This is an optimization exercise on Yosys and OpenROAD, whose aim is small area, not a production implementation.
Function was checked by simulation only, so behaviour that the tests miss may differ from the original.

==> v33 <==
==> flow/design.v <==
module apb_spi_master (
    input  wire        pclk_i,
    input  wire        rst_n_i,
    input  wire        psel_i,
    input  wire        penable_i,
    input  wire [ 3:0] paddr_i,
    input  wire        pwrite_i,
    input  wire [31:0] pwdata_i,
    output reg  [31:0] prdata_o,
    output wire        pready_o,
    output reg         spi_clk_o,
    output reg         spi_sdo_o,
    output wire        spi_cs_n_o,
    input  wire        spi_sdi_i
);
    localparam [2:0] S_IDLE = 3'b000, S_CMD = 3'b001, S_ADDR = 3'b011, S_DUMMY = 3'b010,
                     S_TX = 3'b101, S_RX = 3'b110, S_EOT = 3'b100;
    reg  [ 2:0] state;
    reg  [31:0] reg_cmd;      
    reg  [31:0] reg_addr;     
    reg  [31:0] reg_len;      
    reg  [31:0] reg_wdata;    
    reg  [31:0] reg_rdata;    
    reg  [15:0] ctrl_div;     
    reg  [13:0] ctrl_mid;     
    reg         ctrl_rx;      
    reg         ctrl_tx;      
    reg         cmd_v, addr_v, len_v, wdata_v, rdata_v, div_v, mid_v;
    reg         req_rd;       
    reg         req_wr;       
    reg         cmd_b;        
    reg  [ 3:0] req_addr;
    reg  [ 7:0] req_len;
    reg  [15:0] req_wdata;    
    reg         req_wdata_v;
    reg         tx_busy;
    reg  [15:0] tx_cnt;
    reg         rx_busy;
    reg  [ 7:0] rx_len;
    reg  [15:0] rx_cnt;
    reg  [31:0] rx_data;
    reg         rx_wait;
    reg  [15:0] clk_cnt;
    reg         clk_q;
    wire        st_idle  = state == S_IDLE;
    wire        st_cmd   = state == S_CMD;
    wire        st_addr  = state == S_ADDR;
    wire        st_dummy = state == S_DUMMY;
    wire        st_tx    = state[2] && state[0];
    wire        st_rx    = state[2] && state[1];
    wire        st_eot   = state == S_EOT;
    wire        active   = state[1] || state[0];
    wire        tx_phase = state[0];
    assign pready_o   = 1'b1;
    assign spi_cs_n_o = !active;
    function [15:0] inc16;
        input [15:0] x;
        integer i;
        reg c;
        begin
            c = 1'b1;
            for (i = 0; i < 16; i = i + 1) begin
                inc16[i] = x[i] ^ c;
                c = c & x[i];
            end
        end
    endfunction
    wire [15:0] clk_cnt_next = inc16(clk_cnt);
    wire        clk_full     = clk_cnt_next == ctrl_div;
    wire        rise         = clk_q & ~spi_clk_o;
    wire        fall         = ~clk_q & spi_clk_o;
    always @(posedge pclk_i) begin
        clk_cnt <= (clk_full || !active) ? 16'd0 : clk_cnt_next;
    end
    always @(posedge pclk_i or negedge rst_n_i) begin
        if (!rst_n_i) begin
            clk_q     <= 1'b0;
            spi_clk_o <= 1'b0;
        end else begin
            clk_q     <= active && (clk_q ^ clk_full);
            spi_clk_o <= clk_q;
        end
    end
    wire [15:0] tx_cnt_next = inc16(tx_cnt);
    wire        tx_last     = st_tx ? (tx_cnt_next == {8'd0, req_len}) : (tx_cnt[1] && tx_cnt[0]);
    wire        tx_done     = fall && tx_last;
    wire        tx_start    = tx_phase && !tx_busy;
    wire        tx_word     = tx_cnt[4:0] == 5'b11111;
    wire        tx_shift    = fall && tx_busy && (!tx_done || tx_word);
    wire        dummy_two   = tx_cnt[2] && tx_cnt[0];   
    wire        dummy_step  = st_dummy && fall && !dummy_two;
    wire [ 4:0] bit_idx     = tx_start ? 5'd0 : tx_cnt_next[4:0];
    reg         bit_val;
    always @(*) begin
        case (state)
            S_CMD:   bit_val = !bit_idx[0] || (bit_idx[1] && cmd_b);
            S_ADDR:  bit_val = req_addr[~bit_idx[1:0]];
            default: bit_val = !bit_idx[4] && req_wdata_v && req_wdata[~bit_idx[3:0]];
        endcase
    end
    always @(posedge pclk_i) begin
        if (tx_start) tx_cnt <= 16'd0;
        else if ((tx_busy && fall && !tx_done) || dummy_step) tx_cnt <= tx_cnt_next;
    end
    always @(posedge pclk_i or negedge rst_n_i) begin
        if (!rst_n_i) begin
            tx_busy   <= 1'b0;
            spi_sdo_o <= 1'b0;
        end else begin
            tx_busy <= tx_start || (tx_busy && !tx_done);
            if (tx_start || tx_shift) spi_sdo_o <= bit_val;
        end
    end
    wire [15:0] rx_cnt_next = inc16(rx_cnt);
    wire        rx_done     = rise && (rx_cnt_next == {8'd0, rx_len});
    wire        rx_word     = rise && (rx_cnt == 16'd31);
    wire        rx_start    = !rx_busy && st_rx && ctrl_rx;
    wire        rx_stop     = (rx_busy && rx_word && !ctrl_rx) || rx_done;
    always @(posedge pclk_i or negedge rst_n_i) begin
        if (!rst_n_i) begin
            rx_busy <= 1'b0;
            rx_cnt  <= 16'd0;
            rx_data <= 32'd0;
            rdata_v <= 1'b0;
        end else begin
            if (rx_start) rx_busy <= 1'b1;
            else if (rx_stop) rx_busy <= 1'b0;
            if (rx_start) rx_cnt <= 16'd0;
            else if (rx_busy && rise) rx_cnt <= rx_cnt_next;
            if (rx_busy && rise) rx_data <= {rx_data[30:0], spi_sdi_i};
            rdata_v <= 1'b1;
        end
    end
    always @(posedge pclk_i) begin
        if (!rx_busy) reg_rdata <= rx_data;
        if (st_rx) rx_len <= req_len;
        if (fall) rx_wait <= 1'b0;
        else if (rx_done) rx_wait <= 1'b1;
    end
    wire go_cmd = st_idle && ctrl_tx && (req_rd || req_wr);
    always @(posedge pclk_i or negedge rst_n_i) begin
        if (!rst_n_i) begin
            state  <= S_IDLE;
            req_rd <= 1'b0;
            req_wr <= 1'b0;
        end else begin
            case (state)
                S_IDLE:  if (go_cmd) state <= S_CMD;
                S_CMD:   if (tx_done) state <= S_ADDR;
                S_ADDR:  if (tx_done) state <= S_DUMMY;
                S_DUMMY: if (dummy_two) begin
                    if (req_rd) state <= S_RX;
                    else if (req_wr) state <= S_TX;
                end
                S_TX:    if (tx_done) state <= S_EOT;
                S_RX:    if (rx_wait && fall) state <= S_EOT;
                default: state <= S_IDLE;
            endcase
            if (st_eot) begin
                req_rd <= 1'b0;
                req_wr <= 1'b0;
            end else if (st_idle && ctrl_tx) begin
                req_rd <= cmd_v && (reg_cmd[3:0] == 4'hA);
                req_wr <= cmd_v && (reg_cmd[3:0] == 4'hB);
            end
        end
    end
    always @(posedge pclk_i) begin
        if (st_idle) cmd_b <= req_wr;
        if (st_idle && ctrl_tx) begin
            req_addr    <= reg_addr[3:0] & {4{addr_v}};
            req_len     <= reg_len[7:0] & {8{len_v}};
            req_wdata   <= reg_wdata[15:0];
            req_wdata_v <= wdata_v;
        end
    end
    wire wr_en   = psel_i && penable_i && pwrite_i;
    wire wr_low  = wr_en && (paddr_i[3:2] == 2'b00);
    wire wr_cmd  = wr_en && (paddr_i == 4'd0);
    wire wr_addr = wr_en && (paddr_i == 4'd1);
    wire wr_len  = wr_en && (paddr_i == 4'd2);
    wire wr_wd   = wr_en && (paddr_i == 4'd3);
    wire wr_ctrl = wr_en && (paddr_i == 4'd5);
    always @(posedge pclk_i or negedge rst_n_i) begin
        if (!rst_n_i) begin
            ctrl_rx         <= 1'b0;
            ctrl_tx         <= 1'b0;
            cmd_v           <= 1'b0;
            addr_v          <= 1'b0;
            len_v           <= 1'b0;
            wdata_v         <= 1'b0;
            div_v           <= 1'b0;
            mid_v           <= 1'b0;
        end else begin
            if (wr_cmd) cmd_v <= 1'b1;
            if (wr_addr) addr_v <= 1'b1;
            if (wr_len) len_v <= 1'b1;
            if (wr_wd) wdata_v <= 1'b1;
            if (wr_ctrl) div_v <= 1'b1;
            if (wr_ctrl) begin
                mid_v   <= 1'b1;
                ctrl_rx <= pwdata_i[1];
                ctrl_tx <= pwdata_i[0];
            end else if (!wr_low) begin
                mid_v   <= 1'b0;
                ctrl_rx <= ctrl_rx && !st_eot;
                ctrl_tx <= ctrl_tx && !st_eot;
            end
        end
    end
    always @(posedge pclk_i) begin
        if (wr_cmd) reg_cmd <= pwdata_i;
        if (wr_addr) reg_addr <= pwdata_i;
        if (wr_len) reg_len <= pwdata_i;
        if (wr_wd) reg_wdata <= pwdata_i;
        if (wr_ctrl) begin
            ctrl_div <= (pwdata_i[31:16] < 16'd4) ? 16'd4 : pwdata_i[31:16];
            ctrl_mid <= pwdata_i[15:2];
        end
    end
    wire        rd_en  = psel_i && !pwrite_i;
    wire        rd_cmd = rd_en && cmd_v && paddr_i == 4'd0;
    wire        rd_adr = rd_en && addr_v && paddr_i == 4'd1;
    wire        rd_len = rd_en && len_v && paddr_i == 4'd2;
    wire        rd_wd  = rd_en && wdata_v && paddr_i == 4'd3;
    wire        rd_rd  = rd_en && rdata_v && paddr_i == 4'd4;
    wire        rd_ct  = rd_en && paddr_i == 4'd5;
    wire [31:0] rd_ctv = {{16{rd_ct && div_v}}, {14{rd_ct && mid_v}}, rd_ct, rd_ct};
    wire [31:0] reg_ctrl = {ctrl_div, ctrl_mid, ctrl_rx, ctrl_tx};
    wire [31:0] rd_next;
    genvar gi;
    generate
        for (gi = 0; gi < 32; gi = gi + 1) begin : g_rd
            apb_spi_rd_bit u_bit (
                .sel ({!rd_en, rd_ctv[gi], rd_rd, rd_wd, rd_len, rd_adr, rd_cmd}),
                .din ({prdata_o[gi], reg_ctrl[gi], reg_rdata[gi], reg_wdata[gi],
                       reg_len[gi], reg_addr[gi], reg_cmd[gi]}),
                .dout(rd_next[gi])
            );
        end
    endgenerate
    always @(posedge pclk_i or negedge rst_n_i) begin
        if (!rst_n_i) prdata_o <= 32'd0;
        else prdata_o <= rd_next;
    end
endmodule
module apb_spi_rd_bit (
    input  wire [6:0] sel,
    input  wire [6:0] din,
    output wire       dout
);
    assign dout = |(sel & din);
endmodule
==> flow/flow/run.sh <==
#!/bin/bash
# Standard layout, with the port buffers made of the smallest buffer cell
# (the default picks a much larger delay cell) and a clock tree without
# dummy balancing loads.
set -euo pipefail
export BUFFER_PORTS_ARGS="-buffer_cell sky130_fd_sc_hd__buf_1"
export CTS_ARGS="-sink_clustering_enable -repair_clock_nets -sink_clustering_size 16 -sink_clustering_max_diameter 70 -buf_list {sky130_fd_sc_hd__clkbuf_2 sky130_fd_sc_hd__clkbuf_4 sky130_fd_sc_hd__clkbuf_8} -dont_use_dummy_load"
bash standard.sh > standard_flow.log 2>&1
==> flow/standard.sh <==
#!/bin/bash
# synth_recipe.tcl (not shown) runs the flow's synth.tcl, then flattens the netlist and writes it again
# the make line also repeats each setting of config.mk as NAME=value (left out here)
make -C /OpenROAD-flow-scripts/flow DESIGN_CONFIG=/design/flow/config.mk WORK_HOME=/design/flow/orfs CLKGATE_MAP_FILE= SYNTH_SCRIPT=/design/flow/synth_recipe.tcl "${@:-finish}"
==> flow/config.mk <==
export PLATFORM = sky130hd
export DESIGN_NAME = apb_spi_master
export DESIGN_NICKNAME = apb_spi_master
export VERILOG_FILES = /design/flow/design.v
export SDC_FILE = /design/flow/constraint.sdc
export NUM_CORES = 4
export LEC_CHECK = 0
export CAP_MARGIN = 20
export CORE_MARGIN = 2
export CORE_UTILIZATION = 40
export GPL_TIMING_DRIVEN = 0
export SLEW_MARGIN = 20
export SYNTH_HIERARCHICAL = 1
export SYNTH_MINIMUM_KEEP_SIZE = 0
==> flow/constraint.sdc <==
create_clock -name core_clock -period 5.0 [get_ports {pclk_i}]
set_input_delay 1.0000 -clock core_clock [delete_from_list [all_inputs] [get_ports {pclk_i}]]
set_output_delay 1.0000 -clock core_clock [all_outputs]
set_load 0.01 [all_outputs]
==> v7: changes against v33 <==
==> flow/flow/run.sh (replaced) <==
#!/bin/bash
# Standard layout, with the port buffers made of the smallest buffer cell
# (the default picks a much larger delay cell) and a clock tree without
# dummy balancing loads.
set -euo pipefail
export BUFFER_PORTS_ARGS="-buffer_cell sky130_fd_sc_hd__buf_1"
export CTS_ARGS="-sink_clustering_enable -repair_clock_nets -sink_clustering_size 16 -sink_clustering_max_diameter 60 -buf_list {sky130_fd_sc_hd__clkbuf_2 sky130_fd_sc_hd__clkbuf_4 sky130_fd_sc_hd__clkbuf_8} -dont_use_dummy_load"
bash standard.sh > standard_flow.log 2>&1
- CORE_UTILIZATION: 40 -> 70
- GPL_TIMING_DRIVEN: 0 -> not set
- PLACE_DENSITY: not set -> 0.75
==> qor summary <==
|  | v33 | v7 |
|---|---|---|
| Met2 usage | 29.5% | 44.2% |
| Share of the final layout cell area in sequential cells | 63.6% | 66.7% |
| Outcome | no timing/DRC/antenna violations | no timing/DRC/antenna violations |
| Core Box Area | 34500 um2 | 19500 um2 |
| Placer's final routability congestion estimate | 0.823 | 0.872 |
| Chip width | 191 um | 145 um |
| Effective utilization at floorplan | 40.5% | 71.5% |
| Number of global-route vias before repair | 8658 | 8317 |
| Worst slack, placed | 110 ps | 570 ps |
| Fmax achieved | 213 MHz | 225 MHz |
| Switching Fraction | 21.8% | 21.2% |
| Total of clock buffers placed in the layout | 28 | 27 |
| Max Clock Skew | 64.5 ps | 40.3 ps |
| Gr usage total | 18.1% | 28.2% |
| Row count | 68 | 51 |
| Later-pin clock latency in the skew report | 610 ps | 570 ps |
| Reg2reg end | clk_cnt[15]$_SDFF_PP0_ | clk_cnt[8]$_SDFF_PP0_ |
| Min Tclk post-route | 4690 ps | 4440 ps |
| Cell count after placement | 1531 | 1303 |
| Top layer reached by signal wires | met5 | met4 |
| Met1 GRT Util | 25.5% | 43.3% |
| Final core occ | 45.5% | 76.6% |
| Avg Vias per Cell | 5.37 | 6.36 |
| First-iteration detailed-routing DRC count | 685 | 832 |
| Total buffers and inverters traversed by the critical path | 1 | 0 |

==> port drivers added, routing unchanged <==
How much do the figures lean on ideal ports? The routed layouts below were timed once more, with nothing changed but the port constraints. Step 1, drivers: a clkbuf_16 drives pclk_i and a buf_2 each remaining input, both assumed. Step 2 also shifts input and output timing later by t, the mid clock arrival at the registers, as if the neighbouring blocks saw the same clock. Three values: no drivers, after step 1, after step 2; two values: the first two.
run	t (ns)	setup slack, ns	worst register clock-pin slew, ns
v33	0.631	0.314 / 0.314 / 0.314	0.11 / 0.11
v7	0.598	0.556 / 0.556 / 0.556	0.10 / 0.10
After both steps setup and hold are still met in every run listed.
